This is an optimization exercise on Yosys and OpenROAD, whose aim is small area, a short achievable clock period and few clock cycles per item, not a production implementation.
At most, simulation tests tie the RTL to the original design; equivalence was not proved.

## purple
==> module division, before the edit <==
module division(input clk, input rst, input start, input [31:0] dividendo, divisor,
                output [31:0] cociente, residuo, output done);
reg [15:0] rem;       
reg [16:0] dv;        
reg [15:0] quo;       
reg        busy, done_r;
function [4:0] lzc16(input [15:0] v);
  integer k;
  reg found;
  begin
    lzc16 = 5'd16;
    found = 1'b0;
    for (k = 15; k >= 0; k = k - 1)
      if (!found && v[k]) begin
        lzc16 = 5'd15 - k[4:0];
        found = 1'b1;
      end
  end
endfunction
wire [15:0] n_in = dividendo[15:0];
wire [15:0] d_in = divisor[15:0];
wire [4:0]  lzn  = lzc16(n_in);
wire [4:0]  lzd  = lzc16(d_in);
wire [5:0]  diff = {1'b0, lzd} - {1'b0, lzn};         
wire [4:0]  jr   = {1'b0, diff[3:0]} + 5'd1;
wire [3:0]  jh   = lzd[4] ? 4'd8 : (diff[5] ? 4'd0 : jr[4:1]);   
wire [16:0] dv0  = {1'b0, d_in} << {jh, 1'b0};
wire [16:0] mark = 17'h10000 >> {jh, 1'b0};                               
wire        ge1 = ~dv[16] && (rem >= dv[15:0]);
wire [15:0] r1  = ge1 ? rem - dv[15:0] : rem;
wire        ge2 = (r1 >= dv[16:1]);
wire [15:0] r2  = ge2 ? r1 - dv[16:1] : r1;
always @(posedge clk) begin
  done_r <= 1'b0;
  if (rst) begin
    busy <= 1'b0;
  end else if (!busy) begin
    if (start) begin
      if (jh == 4'd0)
        done_r <= 1'b1;
      else
        busy <= 1'b1;
    end
  end else if (quo[14]) begin
    busy   <= 1'b0;
    done_r <= 1'b1;
  end
end
always @(posedge clk) begin
  if (!busy) begin
    rem <= n_in;
    dv  <= dv0;
    quo <= mark[15:0];
  end else begin
    rem <= r2;
    dv  <= {2'b0, dv[16:2]};
    quo <= {quo[13:0], ge1, ge2};
  end
end
assign cociente = {16'd0, quo[14:0], ge1};
assign residuo  = {17'd0, r1[14:0]};
assign done     = done_r;
endmodule
clock: 10.0 ns
lec_check: 0
cap_margin: 20
core_margin: 2
core_utilization: 40
place_density: 0.6
setup_slack_margin: 4
slew_margin: 20
standard.sh (not shown) runs the stock make flow with config.mk's settings and CLKGATE_MAP_FILE= SYNTH_SCRIPT=/design/flow/synth_recipe.tcl, a recipe that flattens the netlist after the stock synthesis.
==> flow/flow/run.sh <==
#!/bin/bash
# The standard layout (standard.sh) with three changes to how it is made:
# - synthesis maps with ABC on a delay-targeted, area-recovering script
#   (flow/abc_custom.script) and without the adder cell step;
# - ports are buffered with the smallest buffer;
# - repair_timing aims at setup margin 4 ns.
# Each ORFS step keeps its own log under orfs/logs; make's output goes to standard.log.
set -euo pipefail
F=$(pwd)/flow
bash standard.sh SETUP_SLACK_MARGIN=4 "BUFFER_PORTS_ARGS=-buffer_cell sky130_fd_sc_hd__buf_1" ADDER_MAP_FILE= SYNTH_SCRIPT=$F/synth_custom.tcl CUSTOM_ABC_SCRIPT=$F/abc_custom.script  finish > standard.log 2>&1
==> flow/flow/abc_custom.script <==
strash
dch
map -D 2500
topo
stime -c
buffer -c
upsize -c -D 2500
dnsize -c -D 2500
==> flow/flow/synth_custom.tcl <==
# The standard flow's synthesis script (ORFS synthesis without the fsm and share passes,
# flattened, function nets renamed), with ABC run on a delay-targeted
# area-recovering script instead of the default one.
proc synth {args} { yosys synth -nofsm -noshare {*}$args }
proc abc {args} {
  set i [lsearch -exact $args -script]
  if { $i >= 0 } {
    set args [lreplace $args [expr {$i + 1}] [expr {$i + 1}] $::env(CUSTOM_ABC_SCRIPT)]
  }
  yosys abc {*}$args
}
source $::env(SCRIPTS_DIR)/synth.tcl
# left out here: clear keep_hierarchy, flatten, clean up, hide names made inside functions, write 1_2_yosys.v
## Diff of input files: green against purple
==> flow/design.v <==
module division(input clk, input rst, input start, input [31:0] dividendo, divisor,
                output [31:0] cociente, residuo, output done);
reg [15:0] rem;       
reg [16:0] dv;        
reg [15:0] quo;       
reg        busy, done_r;
wire [15:0] n_in = dividendo[15:0];
wire [15:0] d_in = divisor[15:0];
wire [16:0] m2;
assign m2[0] = 1'b1;
genvar i, t;
generate for (i = 1; i < 17; i = i + 1) begin : g_m2
  assign m2[i] = |n_in[15:i-1];
end endgenerate
wire [9:0] tt;
assign tt[0] = 1'b1;
assign tt[9] = 1'b0;
generate for (t = 1; t < 9; t = t + 1) begin : g_tt
  wire [32:0] sd = {17'd0, d_in} << (2 * t);
  assign tt[t] = ~|(sd & ~{16'd0, m2});
end endgenerate
wire [8:0] sel = tt[8:0] & ~tt[9:1];
reg [16:0] dv0;
integer k;
always @* begin
  dv0 = 17'd0;
  for (k = 0; k < 9; k = k + 1)
    dv0 = dv0 | ({17{sel[k]}} & ({1'b0, d_in} << (2 * k)));
end
wire [15:0] mark;
generate for (t = 0; t < 8; t = t + 1) begin : g_mark
  assign mark[15 - 2*t] = 1'b0;
  assign mark[14 - 2*t] = sel[t + 1];
end endgenerate
wire        ge1 = ~dv[16] && (rem >= dv[15:0]);
wire [15:0] r1  = ge1 ? rem - dv[15:0] : rem;
wire        ge2 = (r1 >= dv[16:1]);
wire [15:0] r2  = ge2 ? r1 - dv[16:1] : r1;
always @(posedge clk) begin
  done_r <= 1'b0;
  if (rst) begin
    busy <= 1'b0;
  end else if (!busy) begin
    if (start) begin
      if (sel[0])
        done_r <= 1'b1;
      else
        busy <= 1'b1;
    end
  end else if (quo[14]) begin
    busy   <= 1'b0;
    done_r <= 1'b1;
  end
end
always @(posedge clk) begin
  if (!busy) begin
    rem <= n_in;
    dv  <= dv0;
    quo <= mark;
  end else begin
    rem <= r2;
    dv  <= {2'b0, dv[16:2]};
    quo <= {quo[13:0], ge1, ge2};
  end
end
assign cociente = {16'd0, quo[14:0], ge1};
assign residuo  = {17'd0, r1[14:0]};
assign done     = done_r;
endmodule
--- outcome ---
green: overall routed net length is 2.0 mm higher than what purple reported.
Delta(final worst-path setup slack, green - purple) > 0
Taking purple as the reference, in green multi-input combinational cell area went up 5.6%; via count of the first global-routing pass went up 443.
green vs purple: number of rows created at floorplan up by a few percent
purple → green: non-clock buffer count went up 3; via count went up about 9%; final area went up 110 um2.
Looking only at peak per-stage delay on the critical path, and setting everything else aside, the lower value of green and purple goes to green.
On green: x dimension of the die is 1.3% higher than what purple gave.
No run of this note included a check of the RTL's function; only the layout flow was run.

---

Another version of the RTL of division (not shown whole).
Size in the first run: ~820 cells after synthesis, ~50 flip-flops, roughly 130 I/O pins, roughly 5100 sq um of cells after synthesis.
==> module division, before the edit <==
module division(input clk, input rst, input start, input [31:0] dividendo, divisor,
                output [31:0] cociente, residuo, output done);
reg [15:0] rem;       
reg [16:0] dv;        
reg [15:0] quo;       
reg        busy, done_r;
wire [16:0] dv_n;
wire [8:0]  sel;
division_norm u_norm(.n_in(dividendo[15:0]), .d_in(divisor[15:0]),
                     .busy(busy), .dv(dv), .dv_n(dv_n), .sel(sel));
wire        imm = sel[0];
wire [15:0] mark;
genvar t;
generate for (t = 0; t < 8; t = t + 1) begin : g_mark
  assign mark[15 - 2*t] = 1'b0;
  assign mark[14 - 2*t] = sel[t + 1];
end endgenerate
wire        ge1, ge2;
wire [15:0] r1, rem_n;
division_step1 u_s1(.rem(rem), .dv(dv), .ge(ge1), .r(r1));
division_step2 u_s2(.rem(r1), .dv(dv[16:1]), .busy(busy), .n_in(dividendo[15:0]),
                    .ge(ge2), .rem_n(rem_n));
always @(posedge clk) begin
  done_r <= 1'b0;
  if (rst) begin
    busy <= 1'b0;
  end else if (!busy) begin
    if (start) begin
      if (imm)
        done_r <= 1'b1;
      else
        busy <= 1'b1;
    end
  end else if (quo[14]) begin
    busy   <= 1'b0;
    done_r <= 1'b1;
  end
end
always @(posedge clk) begin
  rem <= rem_n;
  dv  <= dv_n;
  if (!busy)
    quo <= mark;
  else
    quo <= {quo[13:0], ge1, ge2};
end
assign cociente = {16'd0, quo[14:0], ge1};
assign residuo  = {17'd0, r1[14:0]};
assign done     = done_r;
endmodule
==> module division_norm, before the edit <==
module division_norm(input [15:0] n_in, d_in, input busy, input [16:0] dv,
                     output reg [16:0] dv_n, output [8:0] sel);
wire [16:0] m2;
assign m2[0] = 1'b1;
genvar i, t;
generate for (i = 1; i < 17; i = i + 1) begin : g_m2
  assign m2[i] = |n_in[15:i-1];
end endgenerate
wire [9:0] tt;
assign tt[0] = 1'b1;
assign tt[9] = 1'b0;
generate for (t = 1; t < 9; t = t + 1) begin : g_tt
  wire [32:0] sd = {17'd0, d_in} << (2 * t);
  assign tt[t] = ~|(sd & ~{16'd0, m2});
end endgenerate
assign sel = tt[8:0] & ~tt[9:1];
integer k;
always @* begin
  dv_n = {17{busy}} & {2'b0, dv[16:2]};
  for (k = 0; k < 9; k = k + 1)
    dv_n = dv_n | ({17{sel[k] & ~busy}} & ({1'b0, d_in} << (2 * k)));
end
endmodule
==> module division_step2, before the edit <==
module division_step2(input [15:0] rem, input [15:0] dv, input busy, input [15:0] n_in,
                      output ge, output [15:0] rem_n);
assign ge    = rem >= dv;
assign rem_n = !busy ? n_in : (ge ? rem - dv : rem);
endmodule
export LEC_CHECK = 0
export CAP_MARGIN = 20
export CORE_MARGIN = 2
export CORE_UTILIZATION = 40
export PLACE_DENSITY = 0.6
export SLEW_MARGIN = 20
create_clock -name core_clock -period 10.0 [get_ports {clk}]
==> flow/flow/run.sh <==
#!/bin/bash
# The standard layout (standard.sh) with these changes to how it is made:
# - synthesis keeps the three combinational modules apart until ABC maps
#   them, and ABC maps each module with its own delay-targeted,
#   area-recovering script (flow/abc_*.script: normalisation 1500 ps, first
#   step 1100 ps, second step 1800 ps, top 2500 ps), without the adder cell
#   step; the netlist is then flattened as in the standard synthesis;
# - ports are buffered with the smallest buffer;
# - repair_timing aims at setup margin 5.3 ns.
# Each ORFS step keeps its own log under orfs/logs; make's output goes to standard.log.
set -euo pipefail
F=$(pwd)/flow
bash standard.sh SETUP_SLACK_MARGIN=5.3 "BUFFER_PORTS_ARGS=-buffer_cell sky130_fd_sc_hd__buf_1" ADDER_MAP_FILE= \
  SYNTH_SCRIPT=$F/synth_mod.tcl "SYNTH_KEEP_MODULES=division_norm division_step1 division_step2" \
  "ABC_MODULES=division division_norm division_step1 division_step2" \
  CUSTOM_ABC_SCRIPT=$F/abc_top.script ABC_SCRIPT_division_norm=$F/abc_norm.script \
  ABC_SCRIPT_division_step1=$F/abc_step1.script ABC_SCRIPT_division_step2=$F/abc_step2.script \
   finish > standard.log 2>&1
==> flow/flow/abc_norm.script <==
strash
dch
map -D 1500
topo
stime -c
buffer -c
upsize -c -D 1500
dnsize -c -D 1500
==> flow/flow/abc_step1.script <==
strash
dch
map -D 1100
topo
stime -c
buffer -c
upsize -c -D 1100
dnsize -c -D 1100
==> flow/flow/abc_step2.script <==
strash
dch
map -D 1800
topo
stime -c
buffer -c
upsize -c -D 1800
dnsize -c -D 1800
==> flow/flow/abc_top.script <==
strash
dch
map -D 2500
topo
stime -c
buffer -c
upsize -c -D 2500
dnsize -c -D 2500
==> flow/flow/synth_mod.tcl <==
# The standard flow's synthesis script (ORFS synthesis without the fsm and share passes,
# flattened, function nets renamed).  ABC maps each module of ABC_MODULES
# (the top and the combinational modules kept by SYNTH_KEEP_MODULES) with its
# own delay-targeted script: ABC_SCRIPT_<module> if set, else CUSTOM_ABC_SCRIPT.
proc synth {args} { yosys synth -nofsm -noshare {*}$args }
proc abc {args} {
  set i [lsearch -exact $args -script]
  foreach m $::env(ABC_MODULES) {
    set key ABC_SCRIPT_$m
    set s $::env(CUSTOM_ABC_SCRIPT)
    if { [info exists ::env($key)] } { set s $::env($key) }
    set a [lreplace $args [expr {$i + 1}] [expr {$i + 1}] $s]
    yosys abc {*}$a $m
  }
}
source $::env(SCRIPTS_DIR)/synth.tcl
# left out here: clear keep_hierarchy, flatten, clean up, hide names made inside functions, write 1_2_yosys.v
Testbench counts at the start, summed over its fixed seeds: cycles 12,906, items 4,000.
Rerun with:
==> flow/design.v (replaced) <==
module division(input clk, input rst, input start, input [31:0] dividendo, divisor,
                output [31:0] cociente, residuo, output done);
reg [15:0] rem;       
reg [16:0] dv;        
reg [15:0] quo;       
reg        busy, done_r;
wire [16:0] dv0;
wire [8:0]  sel;
division_norm u_norm(.n_in(dividendo[15:0]), .d_in(divisor[15:0]),
                     .dv0(dv0), .sel(sel));
wire        imm = sel[0];
wire [15:0] mark;
genvar t;
generate for (t = 0; t < 8; t = t + 1) begin : g_mark
  assign mark[15 - 2*t] = 1'b0;
  assign mark[14 - 2*t] = sel[t + 1];
end endgenerate
wire        ge1, ge2;
wire [15:0] r1, r2;
division_step1 u_s1(.rem(rem), .dv(dv), .ge(ge1), .r(r1));
division_step2 u_s2(.rem(r1), .dv(dv[16:1]), .ge(ge2), .r(r2));
always @(posedge clk) begin
  done_r <= 1'b0;
  if (rst) begin
    busy <= 1'b0;
  end else if (!busy) begin
    if (start) begin
      if (imm)
        done_r <= 1'b1;
      else
        busy <= 1'b1;
    end
  end else if (quo[14]) begin
    busy   <= 1'b0;
    done_r <= 1'b1;
  end
end
always @(posedge clk) begin
  if (!busy) begin
    rem <= dividendo[15:0];
    dv  <= dv0;
    quo <= mark;
  end else begin
    rem <= r2;
    dv  <= {2'b0, dv[16:2]};
    quo <= {quo[13:0], ge1, ge2};
  end
end
assign cociente = {16'd0, quo[14:0], ge1};
assign residuo  = {17'd0, r1[14:0]};
assign done     = done_r;
endmodule
module division_norm(input [15:0] n_in, d_in, output reg [16:0] dv0,
                     output [8:0] sel);
wire [16:0] m2;
assign m2[0] = 1'b1;
genvar i, t;
generate for (i = 1; i < 17; i = i + 1) begin : g_m2
  assign m2[i] = |n_in[15:i-1];
end endgenerate
wire [9:0] tt;
assign tt[0] = 1'b1;
assign tt[9] = 1'b0;
generate for (t = 1; t < 9; t = t + 1) begin : g_tt
  wire [32:0] sd = {17'd0, d_in} << (2 * t);
  assign tt[t] = ~|(sd & ~{16'd0, m2});
end endgenerate
assign sel = tt[8:0] & ~tt[9:1];
integer k;
always @* begin
  dv0 = 17'd0;
  for (k = 0; k < 9; k = k + 1)
    dv0 = dv0 | ({17{sel[k]}} & ({1'b0, d_in} << (2 * k)));
end
endmodule
module division_step1(input [15:0] rem, input [16:0] dv, output ge, output [15:0] r);
assign ge = ~dv[16] && (rem >= dv[15:0]);
assign r  = ge ? rem - dv[15:0] : rem;
endmodule
module division_step2(input [15:0] rem, input [15:0] dv, output ge, output [15:0] r);
assign ge = rem >= dv;
assign r  = ge ? rem - dv : rem;
endmodule
Result:
- clock-buffer cell count does not change
- setup slack improves by 0.036 ns
- area after synthesis went up by 0.85%
- critical path depth went up by 2
- maximum frequency went up by 0.80%
- die area went up by 0.82%
- utilization went down by 0.12 points
Testbench counts after the change, summed over its fixed seeds: cycles 12,906, items 4,000.

---

Another version of the RTL of division (not shown whole).
For scale: ~630 cells after synthesis.
==> module division, before the edit <==
module division(input clk, input rst, input start, input [31:0] dividendo, divisor,
                output [31:0] cociente, residuo, output done);
reg [15:0] rem;       
reg [16:0] dv;        
reg [15:0] quo;       
reg [2:0]  cnt;       
reg        busy, done_r;
function [4:0] lzc16(input [15:0] v);
  integer k;
  reg found;
  begin
    lzc16 = 5'd16;
    found = 1'b0;
    for (k = 15; k >= 0; k = k - 1)
      if (!found && v[k]) begin
        lzc16 = 5'd15 - k[4:0];
        found = 1'b1;
      end
  end
endfunction
wire [15:0] n_in = dividendo[15:0];
wire [15:0] d_in = divisor[15:0];
wire [4:0]  lzn  = lzc16(n_in);
wire [4:0]  lzd  = lzc16(d_in);
wire [5:0]  diff = {1'b0, lzd} - {1'b0, lzn};         
wire [4:0]  jr   = {1'b0, diff[3:0]} + 5'd1;
wire [3:0]  jh   = lzd[4] ? 4'd8 : (diff[5] ? 4'd0 : jr[4:1]);   
wire [16:0] dv0  = {1'b0, d_in} << {jh, 1'b0};
wire        ge1 = ~dv[16] && (rem >= dv[15:0]);
wire [15:0] r1  = ge1 ? rem - dv[15:0] : rem;
wire        ge2 = (r1 >= dv[16:1]);
wire [15:0] r2  = ge2 ? r1 - dv[16:1] : r1;
always @(posedge clk) begin
  done_r <= 1'b0;
  if (rst) begin
    busy <= 1'b0;
  end else if (!busy) begin
    if (start) begin
      if (jh == 4'd0)
        done_r <= 1'b1;
      else
        busy <= 1'b1;
    end
  end else if (cnt == 3'd0) begin
    busy   <= 1'b0;
    done_r <= 1'b1;
  end
end
always @(posedge clk) begin
  if (!busy) begin
    rem <= n_in;
    dv  <= dv0;
    quo <= 16'd0;
    cnt <= jh[2:0] - 3'd1;
  end else begin
    rem <= r2;
    dv  <= {2'b0, dv[16:2]};
    quo <= {quo[13:0], ge1, ge2};
    cnt <= cnt - 3'd1;
  end
end
assign cociente = {16'd0, quo[14:0], ge1};
assign residuo  = {17'd0, r1[14:0]};
assign done     = done_r;
endmodule
clock: 10.0 ns
lec_check: 0
cap_margin: 20
core_margin: 2
core_utilization: 40
place_density: 0.6
setup_slack_margin: 5
slew_margin: 20
==> flow/flow/run.sh <==
#!/bin/bash
# Standard layout, with repair_timing aiming at a larger setup margin.
bash standard.sh SETUP_SLACK_MARGIN=6  finish > standard.log 2>&1
Testbench counts at the start, summed over its fixed seeds: cycles 12,906, items 4,000.
Change:
--- a/flow/design.v
+++ b/flow/design.v
@@ -23,9 +23,9 @@
 wire [4:0]  lzn  = lzc16(n_in);
 wire [4:0]  lzd  = lzc16(d_in);
 wire [5:0]  diff = {1'b0, lzd} - {1'b0, lzn};         
-wire [4:0]  jr   = {1'b0, diff[3:0]} + 5'd1;
-wire [3:0]  jh   = lzd[4] ? 4'd8 : (diff[5] ? 4'd0 : jr[4:1]);   
-wire [16:0] dv0  = {1'b0, d_in} << {jh, 1'b0};
+wire        imm  = diff[5];                            
+wire [2:0]  jh   = lzd[4] ? 3'd7 : diff[3:1];           
+wire [16:0] dv0  = {d_in, 1'b0} << {jh, 1'b0};
 wire        ge1 = ~dv[16] && (rem >= dv[15:0]);
 wire [15:0] r1  = ge1 ? rem - dv[15:0] : rem;
 wire        ge2 = (r1 >= dv[16:1]);
@@ -36,7 +36,7 @@
     busy <= 1'b0;
   end else if (!busy) begin
     if (start) begin
-      if (jh == 4'd0)
+      if (imm)
         done_r <= 1'b1;
       else
         busy <= 1'b1;
@@ -51,7 +51,7 @@
     rem <= n_in;
     dv  <= dv0;
     quo <= 16'd0;
-    cnt <= jh[2:0] - 3'd1;
+    cnt <= jh;
   end else begin
     rem <= r2;
     dv  <= {2'b0, dv[16:2]};
@@ -59,7 +59,7 @@
     cnt <= cnt - 3'd1;
   end
 end
-assign cociente = {16'd0, quo[14:0], ge1};
-assign residuo  = {17'd0, r1[14:0]};
+assign cociente = {16'd0, quo};
+assign residuo  = {17'd0, rem[14:0]};
 assign done     = done_r;
 endmodule
Outcome:
- non-clock buffer count goes down by 43
- via count goes down by about 14%
- routed wire length goes down by 18%
For the second run of this note, only the layout was checked, not whether the RTL still works.

==> port drivers added, routing unchanged <==
How much do the figures lean on ideal ports? The routed layouts below were timed once more, with nothing changed but the port constraints. Step 1 sets driving cells, clkbuf_16 on the clock port and buf_2 on the other inputs (assumed; they add their load-dependent delay and slew). Step 2 adds t to the input delays and takes it off the output delays; t is the mean of the earliest and latest rising clock arrival at the registers after step 1. Input paths then give back, and output paths get back, about the clock's delay inside the block. Three values: no drivers, after step 1, after step 2; two values: the first two.
run | t, ns | setup WS [ns] | worst hold slack (ns) | slew at the worst register clock pin (ns)
purple | 0.329 | 4.371 / 4.385 / 4.056 | 0.422 / 0.422 / 0.422 | 0.07 / 0.07
green | 0.329 | 4.532 / 4.550 / 4.221 | 0.421 / 0.421 / 0.421 | 0.07 / 0.07
the first run of note 2 | 0.330 | 5.477 / 5.479 / 5.150 | 0.418 / 0.418 / 0.418 | 0.07 / 0.07
the second run of note 2 | 0.329 | 5.513 / 5.505 / 5.196 | 0.419 / 0.419 / 0.419 | 0.07 / 0.07
the first run of note 3 | 0.333 | 4.800 / 4.800 / 4.467 | 0.462 / 0.462 / 0.462 | 0.07 / 0.07
the second run of note 3 | 0.329 | 4.951 / 4.951 / 4.898 | 0.434 / 0.434 / 0.434 | 0.07 / 0.07
After both steps every run listed still meets setup and hold. For the first run of note 3, which loses most, drivers alone change the setup slack by 0.000 ns; drivers and shift together by -0.333 ns.
